Source: an optimization exercise on an open RTL-to-GDS flow (aim: small area and a short achievable clock period). Production flows keep margins and buffers that such runs may drop. At most, simulation tests tie the RTL to the original design; equivalence was not proved. No activity file was given, so power comes from the tool's default toggle rates.

==> flow/design.v <==
module fifo_or4 (input logic [3:0] d, input logic [3:0] s, output logic y);
    assign y = |(d & s);
endmodule
module fifo_nand2 (input logic a, b, output logic y);
    assign y = ~(a & b);
endmodule
module fifo_nor2 (input logic a, b, output logic y);
    assign y = ~(a | b);
endmodule
module fifo_rdbit (
    input  logic [31:0] d,
    input  logic [31:0] s,
    output logic        y_n
    );
    logic [7:0]  l2;    
    logic [3:0]  l3;    
    logic [1:0]  l4;    
    for (genvar k = 0; k < 8; k++) begin : g_l2
        fifo_or4 u (.d(d[4*k +: 4]), .s(s[4*k +: 4]), .y(l2[k]));
    end
    for (genvar k = 0; k < 4; k++) begin : g_l3
        fifo_nor2 u (.a(l2[2*k]), .b(l2[2*k+1]), .y(l3[k]));
    end
    for (genvar k = 0; k < 2; k++) begin : g_l4
        fifo_nand2 u (.a(l3[2*k]), .b(l3[2*k+1]), .y(l4[k]));
    end
    fifo_nor2 u_l5 (.a(l4[0]), .b(l4[1]), .y(y_n));
endmodule
module fifo_generic #(
    parameter DataWidth = 32,
    parameter int unsigned FifoDepth = 32  
    ) (
    input logic                    clk,
    input logic                    i_rst,
    input logic                    i_read,
    input logic                    i_write,
    input logic  [DataWidth - 1:0] i_write_data,
    output logic [DataWidth - 1:0] o_read_data,
    output logic                   o_full,
    output logic                   o_empty
    );
    logic [DataWidth - 1:0] fifo_mem [0:FifoDepth - 1];
    localparam LoN = 4;
    localparam HiN = FifoDepth / LoN;
    logic [LoN - 1:0]       wr_lo;
    logic [HiN - 1:0]       wr_hi;
    logic [FifoDepth - 1:0] wr_sel;      
    always_comb begin
        for (int i = 0; i < FifoDepth; i++) wr_sel[i] = wr_lo[i % LoN] & wr_hi[i / LoN];
    end
    logic [FifoDepth - 1:0] read_sel;
    logic [FifoDepth - 1:0] read_sel_b;
    logic not_empty, not_full, empty_b, full_b;
    logic read_en, write_en, read_en_b, write_en_b;
    assign read_en    = i_read  & not_empty;
    assign write_en   = i_write & not_full;
    assign read_en_b  = i_read  & ~empty_b;
    assign write_en_b = i_write & ~full_b;
    logic one_left, one_free;
    always_comb begin
        one_left = 1'b0;
        one_free = 1'b0;
        for (int i = 0; i < FifoDepth; i++) begin
            one_left = one_left | (read_sel[i] & wr_sel[(i + 1) % FifoDepth]);
            one_free = one_free | (wr_sel[i] & read_sel[(i + 1) % FifoDepth]);
        end
    end
    always_ff @(posedge clk) begin
        if (i_rst) begin
            wr_lo      <= {{(LoN - 1){1'b0}}, 1'b1};
            wr_hi      <= {{(HiN - 1){1'b0}}, 1'b1};
            read_sel   <= {{(FifoDepth - 1){1'b0}}, 1'b1};
            read_sel_b <= {{(FifoDepth - 1){1'b0}}, 1'b1};
            not_empty  <= 1'b0;
            not_full   <= 1'b1;
            o_empty    <= 1'b1;
            o_full     <= 1'b0;
            empty_b    <= 1'b1;
            full_b     <= 1'b0;
        end else begin
            if (write_en) begin
                wr_lo <= {wr_lo[LoN - 2:0], wr_lo[LoN - 1]};
                if (wr_lo[LoN - 1]) wr_hi <= {wr_hi[HiN - 2:0], wr_hi[HiN - 1]};
            end
            if (read_en) read_sel <= {read_sel[FifoDepth - 2:0], read_sel[FifoDepth - 1]};
            if (read_en_b) read_sel_b <= {read_sel_b[FifoDepth - 2:0], read_sel_b[FifoDepth - 1]};
            if (write_en & ~read_en) begin
                not_empty <= 1'b1;
                o_empty   <= 1'b0;
                not_full  <= ~one_free;
                o_full    <= one_free;
            end else if (read_en & ~write_en) begin
                not_full  <= 1'b1;
                o_full    <= 1'b0;
                not_empty <= ~one_left;
                o_empty   <= one_left;
            end
            if (write_en_b & ~read_en_b) begin
                empty_b <= 1'b0;
                full_b  <= one_free;
            end else if (read_en_b & ~write_en_b) begin
                full_b  <= 1'b0;
                empty_b <= one_left;
            end
        end
    end
    logic [FifoDepth - 1:0] wsel, wkeep;
    always_comb begin
        for (int i = 0; i < FifoDepth; i++) begin
            wsel[i]  = i_write & ~full_b & wr_sel[i];
            wkeep[i] = ~(i_write & not_full & wr_sel[i]);
        end
    end
    always_ff @(posedge clk) begin
        for (int i = 0; i < FifoDepth; i++) begin
            fifo_mem[i] <= (i_write_data & {DataWidth{wsel[i]}})
                         | (fifo_mem[i] & {DataWidth{wkeep[i]}});
        end
    end
    logic [DataWidth - 1:0] head_n;
    for (genvar b = 0; b < DataWidth; b++) begin : g_rd
        logic [FifoDepth - 1:0] col;
        for (genvar i = 0; i < FifoDepth; i++) begin : g_col
            assign col[i] = fifo_mem[i][b];
        end
        fifo_rdbit u_bit (.d(col), .s(b < DataWidth / 2 ? read_sel : read_sel_b), .y_n(head_n[b]));
    end
    logic read_keep;
    assign read_keep = ~i_read | empty_b;
    always_ff @(posedge clk) begin
        o_read_data <= (~head_n & {DataWidth{read_en}})
                     | (o_read_data & {DataWidth{read_keep}});
    end
endmodule
==> flow/config.mk <==
export PLATFORM = sky130hd
export DESIGN_NAME = fifo_generic
export DESIGN_NICKNAME = fifo_generic
export VERILOG_FILES = /design/flow/design.v
export SDC_FILE = /design/flow/constraint.sdc
export NUM_CORES = 4
export LEC_CHECK = 0
export CAP_MARGIN = 20
export CORE_MARGIN = 2
export CORE_UTILIZATION = 50
export CTS_CLUSTER_DIAMETER = 80
export CTS_CLUSTER_SIZE = 25
export PLACE_DENSITY = 0.65
export SETUP_SLACK_MARGIN = 1.2
export SLEW_MARGIN = 20
export SYNTH_HIERARCHICAL = 1
export TNS_END_PERCENT = 20
export BUFFER_PORTS_ARGS = -buffer_cell sky130_fd_sc_hd__buf_4
==> flow/constraint.sdc <==
create_clock -name core_clock -period 2.8 [get_ports {clk}]
set_input_delay 0.5600 -clock core_clock [delete_from_list [all_inputs] [get_ports {clk}]]
set_output_delay 0.5600 -clock core_clock [all_outputs]
set_load 0.01 [all_outputs]
standard.sh (not shown) runs the stock make flow with config.mk's settings and CLKGATE_MAP_FILE= SYNTH_SCRIPT=/design/flow/synth_recipe.tcl, a recipe that flattens the netlist after the stock synthesis.
==> flow/flow/run.sh <==
#!/bin/bash
set -e
cp standard.sh standard.sh.txt
echo 'export BUFFER_PORTS_ARGS = -buffer_cell sky130_fd_sc_hd__buf_4' >> config.mk
bash standard.sh > standard.log 2>&1
The baseline went through all stages and came out clean.
Rerun with:
--- a/flow/config.mk
+++ b/flow/config.mk
@@ -13,6 +13,5 @@
 export PLACE_DENSITY = 0.65
-export SETUP_SLACK_MARGIN = 1.2
+export SETUP_SLACK_MARGIN = 1.0
 export SLEW_MARGIN = 20
 export SYNTH_HIERARCHICAL = 1
-export TNS_END_PERCENT = 20
 export BUFFER_PORTS_ARGS = -buffer_cell sky130_fd_sc_hd__buf_4
Effect: The changed run produced a clean layout. Final area goes down by 1.4%. Count of clock-buffer cells in the layout goes up by 2. Routed wire length goes down by about 1%.
No functional check of the RTL was part of any run of this note.

* * *

== alpha ==
Another version of the RTL of fifo_generic (not shown whole).
For scale: about 3700 cells after synthesis, roughly 1100 flip-flops.
export LEC_CHECK = 0
export CAP_MARGIN = 20
export CORE_MARGIN = 2
export CORE_UTILIZATION = 50
export CTS_CLUSTER_DIAMETER = 80
export CTS_CLUSTER_SIZE = 25
export PLACE_DENSITY = 0.65
export SETUP_SLACK_MARGIN = 1.0
export SLEW_MARGIN = 20
export SYNTH_HIERARCHICAL = 1
export BUFFER_PORTS_ARGS = -buffer_cell sky130_fd_sc_hd__buf_4
create_clock -name core_clock -period 2.8 [get_ports {clk}]
Scripts as last shown in full above: flow/flow/run.sh
> inputs changed (alpha -> beta)
- setting TNS_END_PERCENT to 20 for the first time
- changing SETUP_SLACK_MARGIN from 1.0 to 1.2
--- outcome ---
- [beta] total stage count of the critical path fell 1 relative to alpha
- Minimum clock period: beta lower than alpha
- alpha → beta: average routed wire per standard cell has increased, final worst-path setup slack went up by 0.067 ns, leakage power grew by 4.1%, non-clock buffer count shows an increase of 63, combinational cell fraction of total power saw an increase.
- The overall power consumption reported for beta is greater than that of alpha by 0.17 mW.
- Compared with alpha, beta shows design area that has gone up by a few percent.
- Diff alpha -> beta | sequential fraction of total cell area | decrease of 1.7 points
- Looking at top routing layer in use, the met4 result is from alpha; the met5 one comes from beta.
- [diff] maximum frequency, beta relative to alpha: improvement
Function was not checked in any run of this note: the RTL went through the layout flow alone.

* * *

Another version of the RTL of fifo_generic (not shown whole).
Size: ~3900 cells after synthesis.
export LEC_CHECK = 0
export CAP_MARGIN = 20
export CORE_MARGIN = 2
export CORE_UTILIZATION = 50
export CTS_CLUSTER_DIAMETER = 90
export CTS_CLUSTER_SIZE = 30
export PLACE_DENSITY = 0.8
export SETUP_SLACK_MARGIN = 1.1
export SLEW_MARGIN = 20
export SYNTH_HIERARCHICAL = 1
export TNS_END_PERCENT = 20
export BUFFER_PORTS_ARGS = -buffer_cell sky130_fd_sc_hd__buf_4
create_clock -name core_clock -period 2.8 [get_ports {clk}]
==> flow/flow/run.sh <==
#!/bin/bash
set -e
echo 'export BUFFER_PORTS_ARGS = -buffer_cell sky130_fd_sc_hd__buf_4' >> config.mk
bash standard.sh > standard.log 2>&1
Then changed:
--- a/flow/flow/run.sh
+++ b/flow/flow/run.sh
@@ -2,0 +3 @@
+cp standard.sh standard.sh.txt
--- a/flow/config.mk
+++ b/flow/config.mk
@@ -11,4 +11,4 @@
-export CTS_CLUSTER_DIAMETER = 90
-export CTS_CLUSTER_SIZE = 30
-export PLACE_DENSITY = 0.8
-export SETUP_SLACK_MARGIN = 1.1
+export CTS_CLUSTER_DIAMETER = 80
+export CTS_CLUSTER_SIZE = 25
+export PLACE_DENSITY = 0.65
+export SETUP_SLACK_MARGIN = 1.2
Effect: The changed run ran to the end with no violations. Die area does not change. Routed wire length is higher by 6.8%. Count of clock-buffer cells in the layout is higher by 17. Setup slack gets better by 0.023 ns. Sequential share of layout area is lower by 0.74 points. Utilization is higher by 0.89 points.
Then changed:
--- a/flow/flow/run.sh
+++ b/flow/flow/run.sh
@@ -3 +2,0 @@
-cp standard.sh standard.sh.txt
--- a/flow/config.mk
+++ b/flow/config.mk
@@ -11,4 +11,4 @@
-export CTS_CLUSTER_DIAMETER = 80
-export CTS_CLUSTER_SIZE = 25
-export PLACE_DENSITY = 0.65
-export SETUP_SLACK_MARGIN = 1.2
+export CTS_CLUSTER_DIAMETER = 90
+export CTS_CLUSTER_SIZE = 30
+export PLACE_DENSITY = 0.9
+export SETUP_SLACK_MARGIN = 1.1
Fmax went down by 1.7%.
Die area does not change.
First-iteration DRC count went up by 24%.
Cell area went down by 1.4%.
Critical path depth went up by 4.
Setup slack gets worse by 0.029 ns.
Then changed:
--- a/flow/flow/run.sh
+++ b/flow/flow/run.sh
@@ -2,0 +3 @@
+cp standard.sh standard.sh.txt
--- a/flow/config.mk
+++ b/flow/config.mk
@@ -11,3 +11,3 @@
-export CTS_CLUSTER_DIAMETER = 90
-export CTS_CLUSTER_SIZE = 30
-export PLACE_DENSITY = 0.9
+export CTS_CLUSTER_DIAMETER = 80
+export CTS_CLUSTER_SIZE = 25
+export PLACE_DENSITY = 0.8
What happened: Synthesized area stays the same. Global-route usage came out higher by 0.32 points. Worst setup slack is worse by 0.012 ns. Design area went up by 0.35%. Final cell count is about the same. Clock power climbs by 8.7%. Routed wire length is about the same. Clock-buffer cell count went up by 8. Non-clock buffer count falls by 9. Total power came out higher by 2.4%. Hold slack gets worse by 0.018 ns.

* * *

fifo_generic, a different RTL version from the one above (not shown whole).
Size: about 1100 flip-flops, about 70 I/O pins.
// fifo_generic
module fifo_generic #(
    parameter DataWidth = 32,
    parameter int unsigned FifoDepth = 32  
    ) (
    input logic                    clk,
    input logic                    i_rst,
    input logic                    i_read,
    input logic                    i_write,
    input logic  [DataWidth - 1:0] i_write_data,
    output logic [DataWidth - 1:0] o_read_data,
    output logic                   o_full,
    output logic                   o_empty
    );
clock: 2.8 ns
lec_check: 0
cap_margin: 20
core_margin: 2
core_utilization: 50
cts_cluster_diameter: 80
cts_cluster_size: 25
place_density: 0.65
setup_slack_margin: 1.25
slew_margin: 20
synth_hierarchical: 1
tns_end_percent: 10
run.sh (not shown) runs the stock make flow with config.mk's settings and CLKGATE_MAP_FILE= SYNTH_SCRIPT=/design/flow/synth_recipe.tcl, a recipe that flattens the netlist after the stock synthesis.
Stock flow here: none of the scripts above is used.
Next try:
--- a/flow/config.mk
+++ b/flow/config.mk
@@ -14 +14 @@
-export SETUP_SLACK_MARGIN = 1.25
+export SETUP_SLACK_MARGIN = 1.0
@@ -17 +16,0 @@
-export TNS_END_PERCENT = 10
Outcome: Clock skew climbs by 0.0055 ns; setup slack loses 0.035 ns; power drops slightly; clock-buffer cell count drops by 5; final area drops by a few percent; clock power stays flat; hold slack loses 0.097 ns; routed wire length drops by a few percent; die area stays the same; utilization drops by 2.5 points.

* * *

RTL: one of the versions met above, not the one the previous note started from.
Size: about 3900 cells after synthesis, about 1200 flip-flops, roughly 41000 um^2 of cells after synthesis.
// fifo_generic
module fifo_generic #(
    parameter DataWidth = 32,
    parameter int unsigned FifoDepth = 32  
    ) (
    input logic                    clk,
    input logic                    i_rst,
    input logic                    i_read,
    input logic                    i_write,
    input logic  [DataWidth - 1:0] i_write_data,
    output logic [DataWidth - 1:0] o_read_data,
    output logic                   o_full,
    output logic                   o_empty
    );
    logic [DataWidth - 1:0] fifo_mem [0:FifoDepth - 1];
    localparam LoN = 4;
    localparam HiN = FifoDepth / LoN;
    logic [LoN - 1:0]       wr_lo;
    logic [HiN - 1:0]       wr_hi;
    logic [FifoDepth - 1:0] read_sel;
    logic [FifoDepth - 1:0] read_sel_b;
    logic [LoN - 1:0]       rd_lo;
    logic [HiN - 1:0]       rd_hi;
    logic not_empty, not_full, empty_b, full_b;
    logic read_en, write_en, read_en_b, write_en_b;
    assign read_en    = i_read  & not_empty;
    assign write_en   = i_write & not_full;
    assign read_en_b  = i_read  & ~empty_b;
  ...
export LEC_CHECK = 0
export CAP_MARGIN = 20
export CORE_MARGIN = 2
export CORE_UTILIZATION = 50
export CTS_CLUSTER_DIAMETER = 90
export CTS_CLUSTER_SIZE = 30
export PLACE_DENSITY = 0.8
export SETUP_SLACK_MARGIN = 1.3
export SLEW_MARGIN = 20
export SYNTH_HIERARCHICAL = 1
export TNS_END_PERCENT = 5
export BUFFER_PORTS_ARGS = -buffer_cell sky130_fd_sc_hd__buf_4
create_clock -name core_clock -period 2.8 [get_ports {clk}]
standard.sh (not shown) runs the stock make flow with config.mk's settings and CLKGATE_MAP_FILE= SYNTH_SCRIPT=/design/flow/synth_recipe.tcl, a recipe that flattens the netlist after the stock synthesis.
==> flow/flow/run.sh <==
#!/bin/bash
set -e
echo 'export BUFFER_PORTS_ARGS = -buffer_cell sky130_fd_sc_hd__buf_4' >> config.mk
bash standard.sh > standard.log 2>&1
Then changed:
==> flow/flow/run.sh (replaced) <==
#!/bin/bash
set -e
cp standard.sh standard.sh.txt
echo 'export BUFFER_PORTS_ARGS = -buffer_cell sky130_fd_sc_hd__buf_4' >> config.mk
bash standard.sh > standard.log 2>&1
--- a/flow/config.mk
+++ b/flow/config.mk
@@ -10,9 +10,9 @@
 export CORE_UTILIZATION = 50
-export CTS_CLUSTER_DIAMETER = 90
-export CTS_CLUSTER_SIZE = 30
+export CTS_CLUSTER_DIAMETER = 80
+export CTS_CLUSTER_SIZE = 25
 export PLACE_DENSITY = 0.8
-export SETUP_SLACK_MARGIN = 1.3
+export SETUP_SLACK_MARGIN = 1.2
 export SLEW_MARGIN = 20
 export SYNTH_HIERARCHICAL = 1
-export TNS_END_PERCENT = 5
+export TNS_END_PERCENT = 20
 export BUFFER_PORTS_ARGS = -buffer_cell sky130_fd_sc_hd__buf_4
Cell area is about the same.
Clock power rises by a little under a tenth.
Maximum frequency rises slightly.
Total power rises by a few percent.
Routed wire length barely changes.
Final cell count rises slightly.
Count of clock-buffer cells in the layout rises by 11.
Sequential share of layout area stays flat.
Clock skew falls by 8.9 ps.
Setup slack improved by 18 ps.
Then changed:
--- a/flow/config.mk
+++ b/flow/config.mk
@@ -10,6 +10,6 @@
 export CORE_UTILIZATION = 50
-export CTS_CLUSTER_DIAMETER = 80
-export CTS_CLUSTER_SIZE = 25
+export CTS_CLUSTER_DIAMETER = 90
+export CTS_CLUSTER_SIZE = 30
 export PLACE_DENSITY = 0.8
-export SETUP_SLACK_MARGIN = 1.2
+export SETUP_SLACK_MARGIN = 1.1
 export SLEW_MARGIN = 20
The new run completed without violations. Routed wire length decreases by 0.42%. Synthesized area stays the same. Synthesized cell count is unchanged. Global-route usage is about the same. Total power decreases by 2.9%. Clock power decreases by 8.7%. Final area decreases by 1.1%.

## afterwards: timing with drivers on the ports
No port has a modelled driver above. Below, the same layouts with a new extraction and two added sets of constraints.
Step 1, drivers: a clkbuf_16 drives clk and a buf_2 each remaining input, both assumed.
Step 2 times the ports against the registers' clock, not the clock port: input delays grow and output delays shrink by t, the midpoint of the rising clock arrivals with the driver on.
Slacks: ideal / step 1 / step 2; pairs: ideal / step 1.
run | shift t [ns] | setup WS [ns] | clock arrival spread, ns | cell pins on the clock port's net
the first run of note 1 | 0.717 | 1.075 / 1.023 / 0.818 | 0.031 / 0.032 | 1
the second run of note 1 | 0.715 | 1.009 / 0.964 / 0.758 | 0.028 / 0.028 | 1
alpha | 0.706 | 0.863 / 0.863 / 0.721 | 0.037 / 0.038 | 1
beta | 0.712 | 0.930 / 0.930 / 0.619 | 0.033 / 0.033 | 1
the first run of note 3 | 0.691 | 1.062 / 0.992 / 0.672 | 0.035 / 0.035 | 1
the second run of note 3 | 0.704 | 1.085 / 1.020 / 0.715 | 0.020 / 0.020 | 1
the third run of note 3 | 0.692 | 1.056 / 1.024 / 0.579 | 0.039 / 0.039 | 1
the fourth run of note 3 | 0.714 | 1.044 / 0.977 / 0.590 | 0.027 / 0.027 | 1
the first run of note 4 | 0.718 | 0.951 / 0.951 / 0.470 | 0.024 / 0.024 | 1
the second run of note 4 | 0.706 | 0.916 / 0.916 / 0.504 | 0.031 / 0.031 | 1
the first run of note 5 | 0.707 | 1.058 / 0.989 / 0.621 | 0.035 / 0.036 | 1
the second run of note 5 | 0.715 | 1.076 / 1.007 / 0.702 | 0.026 / 0.026 | 1
the third run of note 5 | 0.691 | 1.062 / 0.992 / 0.672 | 0.035 / 0.035 | 1
After both steps every run listed still meets setup and hold. For the first run of note 4, which loses most, drivers alone change the setup slack by 0.000 ns; drivers and shift together by -0.481 ns.
